From an optimization exercise on the open Yosys and OpenROAD flow, aimed at small area and a short achievable clock period; shortcuts taken in it are not production practice.
Function was checked by simulation only, so behaviour that the tests miss may differ from the original.

## flow/design.v (module list and top-level ports; edited modules follow where they fit)
// module floatMult: 20 lines
// module mul24: 3247 lines
// module fa: 6 lines
// module floatAdd: 36 lines
// module processingElement: 38 lines
module processingElement (
    clk,
    reset,
    floatA,
    floatB,
    result
);
  // ...
==> flow/run.sh <==
#!/bin/bash
# synth_recipe.tcl (not shown) runs the flow's synth.tcl, then flattens the netlist and writes it again
# the make line also repeats each setting of config.mk as NAME=value (left out here)
make -C /OpenROAD-flow-scripts/flow DESIGN_CONFIG=/design/flow/config.mk WORK_HOME=/design/flow/orfs CLKGATE_MAP_FILE= SYNTH_SCRIPT=/design/flow/synth_recipe.tcl finish
==> flow/config.mk <==
export PLATFORM = sky130hd
export DESIGN_NAME = processingElement
export DESIGN_NICKNAME = processingElement
export VERILOG_FILES = /design/flow/design.v
export SDC_FILE = /design/flow/constraint.sdc
export NUM_CORES = 4
export LEC_CHECK = 0
export ABC_AREA = 1
export CAP_MARGIN = 20
export CORE_MARGIN = 2
export CORE_UTILIZATION = 40
export SLEW_MARGIN = 20
export SYNTH_HIERARCHICAL = 1
==> flow/constraint.sdc <==
create_clock -name core_clock -period 24.0 [get_ports {clk}]
set_input_delay 4.8000 -clock core_clock [delete_from_list [all_inputs] [get_ports {clk}]]
set_output_delay 4.8000 -clock core_clock [all_outputs]
set_load 0.01 [all_outputs]
==> results.json, run 1 <==
{
  "share_of_final_layout_standard_cells_stronger_than_drive_strength_1_pct": 4.99,
  "final-clk-cell-share_pct": 1.03,
  "multi_input_comb_cells": 2713,
  "syn_area_mm2": 0.0248,
  "viasPerCell": 5.53,
  "max-cap-violations": 0,
  "globalplace.congestion": 0.962,
  "post-cts-setup-buffer-count": 0,
  "critPathLaunchType": "flip-flop",
  "timing.hold.worst.class": "reg2reg",
  "sh_seq_area_pct": 5.49,
  "timing.final.max_slew_violations": 0,
  "setup.worst_path.end_class": "output pin",
  "timing.final.crit_share_pct": 77.2,
  "grt-ovfl-total": 0,
  "seq_cell_count": 65,
  "final-nonclk-buf-share_pct": 5.03,
  "nets": 3968,
  "core-area_mm2": 0.0615,
  "synth_edf_count": 0,
  "preCtsSetupSlack_ps": 6120,
  "dominant_combinational_cell_family_by_area_after_synthesis": "adder cells",
  "endpoint": "result[30]",
  "holdCritStartpoint": "acc[20]",
  "synth.top_cells.by_area": "fa_1 (42%), nand2_1 (17%), ha_1 (6.2%)",
  "final_common_cell": "nand2_1",
  "fin_worst_setup_slack_ps": 5470,
  "outcome": "timing/DRC/antenna clean"
}
==> module floatMult, before the edit <==
module floatMult (
    floatA,
    floatB,
    product,
    zero
);
    input [31:0] floatA, floatB;
    output [31:0] product;
    output zero;
    wire [24:0] fraction;
    wire [ 7:0] exponent = floatA[30:23] + floatB[30:23] + 8'd129 + fraction[24];
    mul24 MUL (
        .a({1'b1, floatA[22:0]}),
        .b({1'b1, floatB[22:0]}),
        .p(fraction)
    );
    assign zero    = (floatA == 32'd0) || (floatB == 32'd0);
    assign product = {floatA[31] ^ floatB[31], exponent,
                      fraction[24] ? fraction[23:1] : fraction[22:0]};
endmodule
==> module floatAdd, before the edit <==
module floatAdd (
    pz,
    floatA,
    floatB,
    sum
);
    input pz;
    input [31:0] floatA, floatB;
    output reg [31:0] sum;
    wire aZero = pz || (floatA == 32'd0);
    wire bZero = (floatB == 32'd0);
    wire aGtB  = floatA[30:0] > floatB[30:0];
    wire eqOpp = (floatA[30:0] == floatB[30:0]) && (floatA[31] ^ floatB[31]);
    wire [31:0] big   = aGtB ? floatA : floatB;
    wire [31:0] sml = aGtB ? floatB : floatA;
    wire [7:0] shift = big[30:23] - sml[30:23];
    wire [23:0] fs = {1'b1, sml[22:0]} >> shift;
    wire sub = floatA[31] ^ floatB[31];
    wire [24:0] s = sub ? {2'b01, big[22:0]} - {1'b0, fs} : {2'b01, big[22:0]} + {1'b0, fs};
    reg [4:0] lz;
    integer i;
    always @(*) begin
        lz = 5'd0;
        for (i = 0; i < 24; i = i + 1)
            if (s[i]) lz = 5'd23 - i[4:0];
    end
    wire [23:0] sn = s[23:0] << lz;
    wire [7:0] expo = s[24] ? big[30:23] + 8'd1 : big[30:23] - {3'b000, lz};
    wire [22:0] mant = s[24] ? s[23:1] : sn[22:0];
    always @(*) begin
        if (aZero) sum = floatB;
        else if (bZero) sum = floatA;
        else if (eqOpp) sum = 32'd0;
        else sum = {big[31], expo, mant};
    end
endmodule
==> module processingElement, before the edit <==
module processingElement (
    clk,
    reset,
    floatA,
    floatB,
    result
);
    input clk, reset;
    input [31:0] floatA, floatB;
    output [31:0] result;
    wire [31:0] prod;
    wire        prodZero;
    reg  [31:0] p;
    reg         pz;
    reg  [31:0] acc;
    floatMult FM (
        .floatA(floatA),
        .floatB(floatB),
        .product(prod),
        .zero(prodZero)
    );
    always @(posedge clk) p <= prod;
    always @(posedge clk or posedge reset) begin
        if (reset == 1'b1) begin
            pz  <= 1'b1;
            acc <= 32'd0;
        end else begin
            pz  <= prodZero;
            acc <= result;
        end
    end
    floatAdd FADD (
        .pz(pz),
        .floatA(p),
        .floatB(acc),
        .sum(result)
    );
endmodule
==> run 2, diff against run 1 <==
--- a/flow/design.v
+++ b/flow/design.v
@@ -1,22 +1,24 @@
 module floatMult (
     floatA,
     floatB,
-    product,
+    sign,
+    expSum,
+    fraction,
     zero
 );
     input [31:0] floatA, floatB;
-    output [31:0] product;
+    output sign;
+    output [7:0] expSum;
+    output [24:0] fraction;
     output zero;
-    wire [24:0] fraction;
-    wire [ 7:0] exponent = floatA[30:23] + floatB[30:23] + 8'd129 + fraction[24];
     mul24 MUL (
         .a({1'b1, floatA[22:0]}),
         .b({1'b1, floatB[22:0]}),
         .p(fraction)
     );
-    assign zero    = (floatA == 32'd0) || (floatB == 32'd0);
-    assign product = {floatA[31] ^ floatB[31], exponent,
-                      fraction[24] ? fraction[23:1] : fraction[22:0]};
+    assign zero   = (floatA == 32'd0) || (floatB == 32'd0);
+    assign sign   = floatA[31] ^ floatB[31];
+    assign expSum = floatA[30:23] + floatB[30:23];
 endmodule
 module mul24 (a, b, p);
     input [23:0] a, b;
@@ -3271,41 +3273,170 @@
     assign s  = a ^ b ^ c;
     assign co = (a & b) | (a & c) | (b & c);
 endmodule
+module addPrep (
+    pSign,
+    pExpSum,
+    pFrac,
+    pZero,
+    acc,
+    sL,
+    eL,
+    mL,
+    sS,
+    mS,
+    shift,
+    sub,
+    d0,
+    pass,
+    passIfZero
+);
+    input pSign, pZero;
+    input [7:0] pExpSum;
+    input [24:0] pFrac;
+    input [31:0] acc;
+    output sL, sS, sub, d0, pass, passIfZero;
+    output [7:0] eL;
+    output [22:0] mL, mS;
+    output [4:0] shift;
+    wire        hi = pFrac[24];
+    wire [22:0] pMant = hi ? pFrac[23:1] : pFrac[22:0];
+    wire [ 7:0] pExp0 = pExpSum + 8'd129;
+    wire [ 7:0] pExp1 = pExpSum + 8'd130;
+    wire [ 7:0] pExp = hi ? pExp1 : pExp0;
+    wire       accZero = (acc == 32'd0);
+    wire [7:0] eR = acc[30:23];
+    wire [8:0] dPR0 = {1'b0, pExp0} - {1'b0, eR};
+    wire [8:0] dRP0 = {1'b0, eR} - {1'b0, pExp0};
+    wire [8:0] dPR1 = {1'b0, pExp1} - {1'b0, eR};
+    wire [8:0] dRP1 = {1'b0, eR} - {1'b0, pExp1};
+    wire       pBig0 = dRP0[8];                    
+    wire       pBig1 = dRP1[8];
+    wire [7:0] absD0 = pBig0 ? dPR0[7:0] : dRP0[7:0];
+    wire [7:0] absD1 = pBig1 ? dPR1[7:0] : dRP1[7:0];
+    wire [4:0] sh0 = (|absD0[7:5]) ? 5'd31 : absD0[4:0];
+    wire [4:0] sh1 = (|absD1[7:5]) ? 5'd31 : absD1[4:0];
+    wire selP0 = ~pZero & (accZero | pBig0);
+    wire selP1 = ~pZero & (accZero | pBig1);
+    wire selP  = hi ? selP1 : selP0;
+    assign sL    = selP ? pSign : acc[31];
+    assign eL    = selP ? pExp : eR;
+    assign mL    = selP ? pMant : acc[22:0];
+    assign sS    = selP ? acc[31] : pSign;
+    assign mS    = selP ? acc[22:0] : pMant;
+    assign shift = hi ? sh1 : sh0;
+    assign sub   = pSign ^ acc[31];
+    assign d0    = hi ? (pExp1 == eR) : (pExp0 == eR);
+    assign pass  = pZero | accZero;
+    assign passIfZero = ~pSign & (hi ? (pExp1 == 8'd0) : (pExp0 == 8'd0));
+endmodule
 module floatAdd (
-    pz,
-    floatA,
-    floatB,
+    sL,
+    eL,
+    mL,
+    sS,
+    mS,
+    shift,
+    sub,
+    d0,
+    pass,
+    passIfZero,
     sum
 );
-    input pz;
-    input [31:0] floatA, floatB;
-    output reg [31:0] sum;
-    wire aZero = pz || (floatA == 32'd0);
-    wire bZero = (floatB == 32'd0);
-    wire aGtB  = floatA[30:0] > floatB[30:0];
-    wire eqOpp = (floatA[30:0] == floatB[30:0]) && (floatA[31] ^ floatB[31]);
-    wire [31:0] big   = aGtB ? floatA : floatB;
-    wire [31:0] sml = aGtB ? floatB : floatA;
-    wire [7:0] shift = big[30:23] - sml[30:23];
-    wire [23:0] fs = {1'b1, sml[22:0]} >> shift;
-    wire sub = floatA[31] ^ floatB[31];
-    wire [24:0] s = sub ? {2'b01, big[22:0]} - {1'b0, fs} : {2'b01, big[22:0]} + {1'b0, fs};
-    reg [4:0] lz;
-    integer i;
-    always @(*) begin
-        lz = 5'd0;
-        for (i = 0; i < 24; i = i + 1)
-            if (s[i]) lz = 5'd23 - i[4:0];
-    end
-    wire [23:0] sn = s[23:0] << lz;
-    wire [7:0] expo = s[24] ? big[30:23] + 8'd1 : big[30:23] - {3'b000, lz};
-    wire [22:0] mant = s[24] ? s[23:1] : sn[22:0];
-    always @(*) begin
-        if (aZero) sum = floatB;
-        else if (bZero) sum = floatA;
-        else if (eqOpp) sum = 32'd0;
-        else sum = {big[31], expo, mant};
-    end
+    input sL, sS, sub, d0, pass, passIfZero;
+    input [7:0] eL;
+    input [22:0] mL, mS;
+    input [4:0] shift;
+    output [31:0] sum;
+    wire [24:0] x = {2'b01, mL};
+    wire [24:0] y = {1'b0, 1'b1, mS} >> shift;
+    wire [24:0] q = sub ? ~y : y;
+    wire [24:0] s0, s1;
+    addc25 ADD (
+        .a (x),
+        .b (q),
+        .s0(s0),
+        .s1(s1)
+    );
+    wire        neg = sub & s1[24];
+    wire [24:0] v = ~sub ? s0 : (s1[24] ? ~s0 : s1);
+    wire        sgn = neg ? sS : sL;
+    wire        isZero = sub & d0 & (s1 == 25'd0);
+    wire [4:0] lz;
+    lzc24 LZC (
+        .d (v[23:0]),
+        .lz(lz)
+    );
+    wire [23:0] vn = v[23:0] << lz;
+    wire [ 7:0] eN = eL - {3'b000, lz};
+    wire [ 7:0] eC = eL + 8'd1;
+    wire passNow = pass | (passIfZero & (mS == 23'd0));
+    assign sum = passNow ? {sL, eL, mL} :
+                 isZero ? 32'd0 :
+                 v[24] ? {sgn, eC, v[23:1]} :
+                 {sgn, eN, vn[22:0]};
+endmodule
+module addc25 (
+    a,
+    b,
+    s0,
+    s1
+);
+    input [24:0] a, b;
+    output [24:0] s0, s1;
+    localparam W = 25;
+    localparam L = 5;
+    wire [W-1:0] p = a ^ b;
+    wire [W-1:0] G[0:2*L-1];
+    wire [W-1:0] P[0:2*L-1];
+    assign G[0] = a & b;
+    assign P[0] = p;
+    genvar l, i;
+    generate
+        for (l = 0; l < L; l = l + 1) begin : up
+            for (i = 0; i < W; i = i + 1) begin : b
+                if (((i + 1) % (2 << l)) == 0) begin : n
+                    assign G[l+1][i] = G[l][i] | (P[l][i] & G[l][i-(1<<l)]);
+                    assign P[l+1][i] = P[l][i] & P[l][i-(1<<l)];
+                end else begin : t
+                    assign G[l+1][i] = G[l][i];
+                    assign P[l+1][i] = P[l][i];
+                end
+            end
+        end
+        for (l = L - 2; l >= 0; l = l - 1) begin : dn
+            for (i = 0; i < W; i = i + 1) begin : b
+                if (((i + 1) % (2 << l)) == (1 << l) && i >= (2 << l)) begin : n
+                    assign G[2*L-1-l][i] = G[2*L-2-l][i] | (P[2*L-2-l][i] & G[2*L-2-l][i-(1<<l)]);
+                    assign P[2*L-1-l][i] = P[2*L-2-l][i] & P[2*L-2-l][i-(1<<l)];
+                end else begin : t
+                    assign G[2*L-1-l][i] = G[2*L-2-l][i];
+                    assign P[2*L-1-l][i] = P[2*L-2-l][i];
+                end
+            end
+        end
+    endgenerate
+    wire [W-1:0] gAll = G[2*L-1];
+    wire [W-1:0] pAll = P[2*L-1];
+    assign s0 = p ^ {gAll[W-2:0], 1'b0};
+    assign s1 = p ^ {gAll[W-2:0] | pAll[W-2:0], 1'b1};
+endmodule
+module lzc24 (
+    d,
+    lz
+);
+    input [23:0] d;
+    output [4:0] lz;
+    wire [31:0] x = {d, 8'hff};
+    wire z16 = ~|x[31:16];
+    wire [15:0] y16 = z16 ? x[15:0] : x[31:16];
+    wire z8 = ~|y16[15:8];
+    wire [7:0] y8 = z8 ? y16[7:0] : y16[15:8];
+    wire z4 = ~|y8[7:4];
+    wire [3:0] y4 = z4 ? y8[3:0] : y8[7:4];
+    wire z2 = ~|y4[3:2];
+    wire [1:0] y2 = z2 ? y4[1:0] : y4[3:2];
+    wire z1 = ~y2[1];
+    assign lz = {z16, z8, z4, z2, z1};
 endmodule
 module processingElement (
     clk,
@@ -3317,31 +3448,74 @@
     input clk, reset;
     input [31:0] floatA, floatB;
     output [31:0] result;
-    wire [31:0] prod;
-    wire        prodZero;
-    reg  [31:0] p;
-    reg         pz;
-    reg  [31:0] acc;
+    wire        pSign, pZero;
+    wire [ 7:0] pExpSum;
+    wire [24:0] pFrac;
     floatMult FM (
-        .floatA(floatA),
-        .floatB(floatB),
-        .product(prod),
-        .zero(prodZero)
+        .floatA  (floatA),
+        .floatB  (floatB),
+        .sign    (pSign),
+        .expSum  (pExpSum),
+        .fraction(pFrac),
+        .zero    (pZero)
     );
-    always @(posedge clk) p <= prod;
+    wire        nSL, nSS, nSub, nD0, nPass, nPassIfZero;
+    wire [ 7:0] nEL;
+    wire [22:0] nML, nMS;
+    wire [ 4:0] nShift;
+    addPrep PREP (
+        .pSign     (pSign),
+        .pExpSum   (pExpSum),
+        .pFrac     (pFrac),
+        .pZero     (pZero),
+        .acc       (result),
+        .sL        (nSL),
+        .eL        (nEL),
+        .mL        (nML),
+        .sS        (nSS),
+        .mS        (nMS),
+        .shift     (nShift),
+        .sub       (nSub),
+        .d0        (nD0),
+        .pass      (nPass),
+        .passIfZero(nPassIfZero)
+    );
+    reg        sL, sS, sub, d0, pass, passIfZero;
+    reg [ 7:0] eL;
+    reg [22:0] mL, mS;
+    reg [ 4:0] shift;
     always @(posedge clk or posedge reset) begin
         if (reset == 1'b1) begin
-            pz  <= 1'b1;
-            acc <= 32'd0;
+            sL   <= 1'b0;
+            eL   <= 8'd0;
+            mL   <= 23'd0;
+            pass <= 1'b1;
         end else begin
-            pz  <= prodZero;
-            acc <= result;
+            sL   <= nSL;
+            eL   <= nEL;
+            mL   <= nML;
+            pass <= nPass;
         end
     end
+    always @(posedge clk) begin
+        sS         <= nSS;
+        mS         <= nMS;
+        shift      <= nShift;
+        sub        <= nSub;
+        d0         <= nD0;
+        passIfZero <= nPassIfZero;
+    end
     floatAdd FADD (
-        .pz(pz),
-        .floatA(p),
-        .floatB(acc),
-        .sum(result)
+        .sL        (sL),
+        .eL        (eL),
+        .mL        (mL),
+        .sS        (sS),
+        .mS        (mS),
+        .shift     (shift),
+        .sub       (sub),
+        .d0        (d0),
+        .pass      (pass),
+        .passIfZero(passIfZero),
+        .sum       (result)
     );
 endmodule
--- a/flow/config.mk
+++ b/flow/config.mk
@@ -6,8 +6,8 @@
 export NUM_CORES = 4
 export LEC_CHECK = 0
 export ABC_AREA = 1
-export CAP_MARGIN = 20
+export CAP_MARGIN = 80
 export CORE_MARGIN = 2
 export CORE_UTILIZATION = 40
-export SLEW_MARGIN = 20
+export SLEW_MARGIN = 80
 export SYNTH_HIERARCHICAL = 1
==> run 2 against run 1 <==
Compared with the run above:
- still clean
- worst setup slack better by 4300 ps
- cell count rose by 9.1%
- sequential share of layout area is 0.43 points lower
- die area rose by 5.3%
==> results.json, run 2 <==
{
  "top_level_ports": 98,
  "ctsRootBufferMaster": "clkbuf_16",
  "share_of_final_layout_standard_cells_stronger_than_drive_strength_1_pct": 7.76,
  "final_common_cell": "nand2_1",
  "post-synth-top-count-cell": "nand2_1",
  "die-area_mm2": 0.0674,
  "insertedDiodeCount": 0,
  "synth.top_cells.by_count": "nand2_1 (1,382), fa_1 (536), inv_1 (310)",
  "synth_async_sr_flop_share_pct": 50.8,
  "outcome": "timing/DRC/antenna clean",
  "setup.worst_path.class": "reg2out",
  "route.final.wire_length_um": 84900,
  "grt_max_degree": 41,
  "yosysUniqueCellTypes": 61,
  "placedCellCount": 4402,
  "timing.final.crit_share_pct": 59.4,
  "post-cts-setup-buffer-count": 0,
  "first_global_vias": 24774,
  "synth.top_cells.by_area": "fa_1 (41%), nand2_1 (20%), nand3_1 (5.7%)",
  "timing.final.hold_violations": 0,
  "synthesis.yosys.warnings": 8,
  "synth_seq_cells": 65,
  "timing.critical_path.buf_inv": 8,
  "cp_data_arrival_time_ps": 9460,
  "cts.sink_count": 65,
  "final_cell_mix": "nand2_1 (1,372), fa_1 (535), inv_1 (303)",
  "setup.worst_path.end_class": "output pin",
  "viasPerCell": 5.33,
  "tritoncts.num_buffers": 9,
  "syn_area_mm2": 0.0261,
  "grt_pass1_wl_um": 137000,
  "synth_edf_count": 0,
  "clk_latency_ps": 350,
  "library_cell_occupying_the_most_area_in_the_post_synthesis_netlist": "fa_1",
  "worst-endpoint-required_ps": 19200,
  "synth_top_area_share_pct": 41.0,
  "cpMostUsedCell": "nand2_1",
  "cts_tree": "built",
  "postSynthAreaPerCell_um2": 7.42,
  "final-setup-viol-count": 0,
  "timing.hold.worst.class": "reg2reg",
  "globalplace.congestion": 0.949,
  "critPathLaunchType": "flip-flop",
  "grt-ovfl-total": 0,
  "cts_hold_buf": 0,
  "fmax_mhz": 70.1,
  "grtUsageTotal_pct": 26.0,
  "die-width_um": 260,
  "core-area_mm2": 0.0646,
  "first_iter_violations": 1823,
  "post_layout_nonfiller_instances": 4423,
  "io_buffer_count": 97,
  "period_needed_ps": 14260,
  "worst_setup_hold_path_clk_slew_ps": 60,
  "number_of_antenna_violations_at_the_first_check_in_global_routing": 0,
  "preCtsSetupSlack_ps": 10220,
  "timing.final.max_slew_violations": 0,
  "cts.htree.levels": 3,
  "post-route-drc-count": 0,
  "clock_skew_ps": 6.93,
  "timing.hold.ws_ps": 699,
  "setup-tns-final_ps": 0,
  "drt_pass1_iterations": 5,
  "critical_path.max_stage_delay_ps": 580,
  "critical_path.top_delay_family": "simple AND/OR/NAND/NOR gates",
  "crit_path_top_delay_cell": "clkdlybuf4s50_1",
  "nets": 4276,
  "starting_utilization_of_the_core_area_pct": 40.5,
  "area_growth_pct": 12.1,
  "yosys_most_used_dff": "dfxtp_1",
  "fin_worst_setup_slack_ps": 9740,
  "dieHeight_um": 260,
  "placementRows": 93,
  "critical_path_peak_fanout": 25,
  "route.detailed.wl_per_inst_um": 19.2,
  "routed-via-count": 23588,
  "netlist_instances": 3526,
  "ctsResizeCount": 0,
  "seq_area_frac_synth_pct": 5.61,
  "hpwl_after_dpl_um": 65300,
  "max-cap-violations": 0,
  "drt.antenna.violating_nets": 0,
  "largestRegisters": "mL: 23 flops, mS: 23 flops, eL: 8 flops",
  "cts_max_path_buffers": 2,
  "unrepaired_setup_endpoints_after_global_routing": "false"
}
[run 2: changes by cell type after synthesis, moves of 11 or more]
cell,delta
clkbuf_1,+18
o21ai_0,-15
nand4_1,-37
xor2_1,+26
fa_1,+15
a22oi_1,-16
nor2_1,+20
ha_1,-11
nand2_1,+238
nand3_1,+66
a21oi_1,-49
[run 2: layout make-up]
| class | count | area [um2] |
|---|---|---|
| Clock buffer | 9 | 225 |
| Inverter | 325 | 1250 |
| Tap cell | 855 | 1070 |
| Sequential cell | 65 | 1480 |
| Fill cell | 6543 | 35300 |
| Timing Repair Buffer | 186 | 2030 |
| Multi-Input combinational cell | 2976 | 23200 |
| Clock inverter | 7 | 101 |
[run 2: per-layer routing]
metal	track usage (%)	up-vias	routed length, um
met3	3.48	162	5460
met4	6.53	0	2290
met1	35.7	11642	37500
li1	-	10911	-
met2	43.5	873	39700
met5	0	-	0
[run 2: logic make-up after synthesis]
| group | Yosys count | share of synthesized area [%] |
|---|---|---|
| fa+ha+maj | 647 | 46.3 |
| simple gates | 1979 | 31.7 |
| flops | 65 | 5.61 |
| xor+xnor | 92 | 3.08 |
| mux | 5 | 0.191 |
| compound gates | 216 | 4.82 |
| other cells | 4 | 0.0574 |
| buf+inv | 518 | 8.18 |
[run 2: metrics by stage]
step           instance area (um2)  utilization (%)
2_1_floorplan                26300                -
6_report                     29300             45.4
3_3_place_gp                 27900             43.1
5_1_grt                      29300             45.4
4_1_cts                      29100             45.0
3_5_place_dp                 28800             44.5
[run 2: tightest hold or removal path, stage by stage, from the launching register on]
cell     delay (ps)
dfxtp_1         320
nor3_2           50
nor2_4          190
xor2_1           90
[run 2: worst paths after layout]
check	start	slack, ps	cells past startpoint	to
max in group asynchronous	reset	18830	4	pass
max	shift[0]	9740	58	result[30]
min in group asynchronous	reset	4760	3	eL[5]
min reg2reg	sS	700	3	sub
max reg2reg	shift[0]	13240	69	mL[16]
min	sS	700	3	sub
[run 2: per-module statistics from Yosys, one instance, submodules excluded, excerpt]
module / times used / area (um2) / cells / flops+latches
addc25: 1 / 1510 / 211 / 0
fa: 506 / 20.0 / 1 / 0
floatAdd: 1 / 4260 / 887 / 0
floatMult: 1 / 663 / 134 / 0
mul24: 1 / 4340 / 958 / 0
processingElement: 1 / 1470 / 66 / 65
==> run 3, diff against run 2 <==
==> flow/flow/run.sh (new file) <==
#!/bin/bash
# The standard layout (standard.sh: the standard flow's synthesis and ORFS flow, unchanged scripts) with
# two settings passed to ORFS's make:
#  - SETUP_SLACK_MARGIN: repair_timing aims for this much setup slack, so it sizes and buffers
#    the design's paths well beyond the 24 ns the SDC asks for (the SDC itself is unchanged);
#  - BUFFER_PORTS_ARGS: the port buffers that buffer_ports inserts on every input and output
#    are buf_4 cells instead of the delay cell it picks by default.
set -euo pipefail
bash standard.sh SETUP_SLACK_MARGIN=11 "BUFFER_PORTS_ARGS=-buffer_cell sky130_fd_sc_hd__buf_4" finish > standard_flow.log 2>&1
==> flow/standard.sh (new file) <==
#!/bin/bash
# synth_recipe.tcl (not shown) runs the flow's synth.tcl, then flattens the netlist and writes it again
# the make line also repeats each setting of config.mk as NAME=value (left out here)
make -C /OpenROAD-flow-scripts/flow DESIGN_CONFIG=/design/flow/config.mk WORK_HOME=/design/flow/orfs CLKGATE_MAP_FILE= SYNTH_SCRIPT=/design/flow/synth_recipe.tcl "${@:-finish}"
removed: flow/run.sh
==> run 3 against run 2 <==
Compared with the run above:
- flip-flop and latch count unchanged
- global-route usage is 0.17 points higher
- area after synthesis unchanged
- worst setup slack improved by 1400 ps
- highest routed layer unchanged
==> results.json, run 3 <==
{
  "synth.top_cells.by_count": "nand2_1 (1,382), fa_1 (536), inv_1 (310)",
  "globalplace.congestion": 0.958,
  "grtUsageTotal_pct": 26.2,
  "starting_utilization_of_the_core_area_pct": 40.5,
  "insertedDiodeCount": 0,
  "post_synth_xor_area_fraction_pct": 3.08,
  "library_cell_occupying_the_most_area_in_the_post_synthesis_netlist": "fa_1",
  "dieHeight_um": 260,
  "cp_data_arrival_time_ps": 8100,
  "fmax_mhz": 77.5,
  "io_buffer_count": 97,
  "yosysUniqueCellTypes": 61,
  "crit_path_top_delay_cell": "fa_2",
  "number_of_antenna_violations_at_the_first_check_in_global_routing": 0,
  "tritoncts.num_buffers": 9,
  "layout.filler_cells": 6470,
  "postLayoutCoreUtil_pct": 46.4,
  "timing.hold.worst.class": "reg2reg",
  "dominant_combinational_cell_family_by_area_after_synthesis": "adder cells",
  "seq_area_frac_synth_pct": 5.61,
  "cts_tree": "built",
  "timing.final.crit_share_pct": 53.7,
  "unrepaired_setup_endpoints_after_global_routing": "true",
  "viasPerCell": 5.44,
  "postSynthAreaPerCell_um2": 7.42,
  "seq_area_mm2": 0.00148,
  "synthesis.yosys.warnings": 8,
  "share_of_final_layout_standard_cells_stronger_than_drive_strength_1_pct": 14.0,
  "ctsRootBufferMaster": "clkbuf_16",
  "synth_async_sr_flop_share_pct": 50.8,
  "met2_length_um": 41800,
  "nets": 4295,
  "final_common_cell": "nand2_1",
  "final-setup-viol-count": 0,
  "grt_max_degree": 41,
  "drt.antenna.violating_nets": 0,
  "synth_edf_count": 0,
  "hpwl_after_dpl_um": 65300,
  "synth.top_cells.by_area": "fa_1 (41%), nand2_1 (20%), nand3_1 (5.7%)",
  "clock_skew_ps": 10.1,
  "cts.htree.levels": 3,
  "setup.worst_path.class": "reg2out",
  "setup.worst_path.end_class": "output pin",
  "yosys-mux-area-fraction_pct": 0.191,
  "post-synth-top-count-cell": "nand2_1",
  "first_global_vias": 24336,
  "area_growth_pct": 14.6,
  "multiInputGateArea_mm2": 0.0238,
  "cts_hold_buf": 0,
  "die-area_mm2": 0.0674,
  "netlist_instances": 3526,
  "grt_pass1_wl_um": 138000,
  "die-width_um": 260,
  "met3_wirelength_um": 6160,
  "simple_logic_cell_fraction_of_the_synthesized_area_pct": 31.7,
  "outcome": "timing/DRC/antenna clean",
  "yosys_most_used_dff": "dfxtp_1",
  "final_cell_mix": "nand2_1 (1,339), fa_1 (532), inv_1 (299)",
  "compound_gate_portion_of_the_synthesized_area_pct": 4.82,
  "first_iter_violations": 2053,
  "critPathLaunchType": "flip-flop",
  "syn_area_mm2": 0.0261,
  "route.layer.met1.wl_um": 37900,
  "route.final.wire_length_um": 88800,
  "worst_setup_hold_path_clk_slew_ps": 60,
  "post_synth_fa_ha_maj_area_fraction_pct": 46.3,
  "core-area_mm2": 0.0646,
  "period_needed_ps": 12900,
  "cts_max_path_buffers": 2,
  "timing.final.hold_violations": 0,
  "largestRegisters": "mL: 23 flops, mS: 23 flops, eL: 8 flops",
  "route.detailed.wl_per_inst_um": 20.0,
  "max-cap-violations": 0,
  "worst_hold_path.num_cells": 3,
  "dpl_cell_area_mm2": 0.0282,
  "cpMostUsedCell": "nand2_4",
  "grt-ovfl-total": 0,
  "top_level_ports": 98,
  "timing.final.max_slew_violations": 0,
  "setup-tns-final_ps": 0,
  "topRoutingLayerUsed": "met4",
  "critical_path.max_stage_delay_ps": 420,
  "synth_top_area_share_pct": 41.0,
  "final_area_mm2": 0.0300,
  "worst-endpoint-required_ps": 19200,
  "worstRegToRegCells": 68,
  "routed-via-count": 24164,
  "synth_seq_cells": 65,
  "clk_latency_ps": 350,
  "cts.sink_count": 65,
  "critical_path_peak_fanout": 6,
  "drt_pass1_iterations": 8,
  "post-route-drc-count": 0,
  "placementRows": 93
}
-- run 3: cell count changes in the layout (fill, tap and decap cells not counted), moves of 12 or more --
cell,previous run,this run
nand2_1,1372,1339
ha_1,109,97
nand2_4,5,21
o21ai_0,47,29
nand2_2,42,61
o21ai_2,6,24
buf_4,10,99
clkdlybuf4s50_1,92,1
nor2_4,11,23
-- run 3: cell type report --
class / instances / area share [%]
Timing Repair inverter: 3 / 0.0710
Multi-Input combinational cell: 2980 / 79.5
Sequential cell: 65 / 4.95
Clock buffer: 9 / 0.752
Tap cell: 855 / 3.57
Timing Repair Buffer: 198 / 6.64
Inverter: 325 / 4.29
Clock inverter: 7 / 0.276
-- run 3: what timing repair did --
action | CTS | global route
gates resized for setup | 42 | 158
gates cloned | 6 | 6
buffers inserted | 10 | 42
pin swaps | 12 | 70
endpoints found under the setup margin | 24 | 23
-- run 3: cells by family (layout without fill, tap and decap cells) --
group,count (synthesis),after routing
other cells,4,37
simple gates,1979,1983
mux,5,5
fa+ha+maj,647,647
buf+inv,518,542
compound gates,216,216
xor+xnor,92,92
flops,65,65
-- run 3: per-module statistics from Yosys (local to each module, per instance) --
module	times used	cell area, um2	cells	flops+latches
fa	506	20.0	1	0
addPrep	1	3300	668	0
floatAdd	1	4260	887	0
mul24	1	4340	958	0
addc25	1	1510	211	0
processingElement	1	1470	66	65
floatMult	1	663	134	0
lzc24	1	472	96	0
-- run 3: final timing paths --
kind | from | endpoint | slack [ps]
max | shift[0] | result[30] | 11100
min | sS | sub | 720
max reg2reg | shift[0] | mL[13] | 14070
min reg2reg | sS | sub | 720
max in group asynchronous | reset | pass | 19150
min in group asynchronous | reset | eL[5] | 4450
-- run 3: per-layer routing --
layer | track usage [%] | up-vias
met5 | 0 | -
li1 | - | 10949
met2 | 43.5 | 1113
met1 | 36.5 | 11881
met3 | 2.62 | 221
met4 | 7.15 | 0
-- run 3: through the flow --
step	std cells	setup WS [ps]	hold WS, ps
2_1_floorplan	3559	11690	662
3_3_place_gp	4334	9400	698
3_5_place_dp	4356	10570	702
4_1_cts	4388	11010	713
5_1_grt	4442	10690	741
6_report	4442	11100	717
-- run 3: critical path: cells and delay by family (launching register included) --
kind	cells	cell delay, ps
AND/OR/NAND/NOR	28	2770
multiplexers	1	110
AO/OA/AOI/OAI	10	1670
adder cells (fa/ha/maj)	4	1130
flip-flops	1	360
XOR/XNOR	3	590
buffers and inverters	10	1060

-- port drivers added, routing unchanged --
How much do the figures lean on ideal ports? The routed layouts below were timed once more, with nothing changed but the port constraints. Step 1, drivers: a clkbuf_16 drives clk and a buf_2 each remaining input, both assumed. Step 2 moves the port delays by t, midway between the first and last clock arrival at a register: inputs arrive t later, outputs are due t later. That takes back most of the time a late clock gives input paths. Slacks: no drivers / after step 1 / after step 2; pairs: no drivers / after step 1.
run	t (ns)	slack for setup (ns)	worst slew at a driven data input, ns
run 1	0.398	5.472 / 5.431 / 5.828	0.04
run 2	0.390	9.740 / 9.693 / 10.083	0.06
run 3	0.395	11.104 / 11.054 / 11.449	0.07
After both steps every run listed still meets setup and hold.
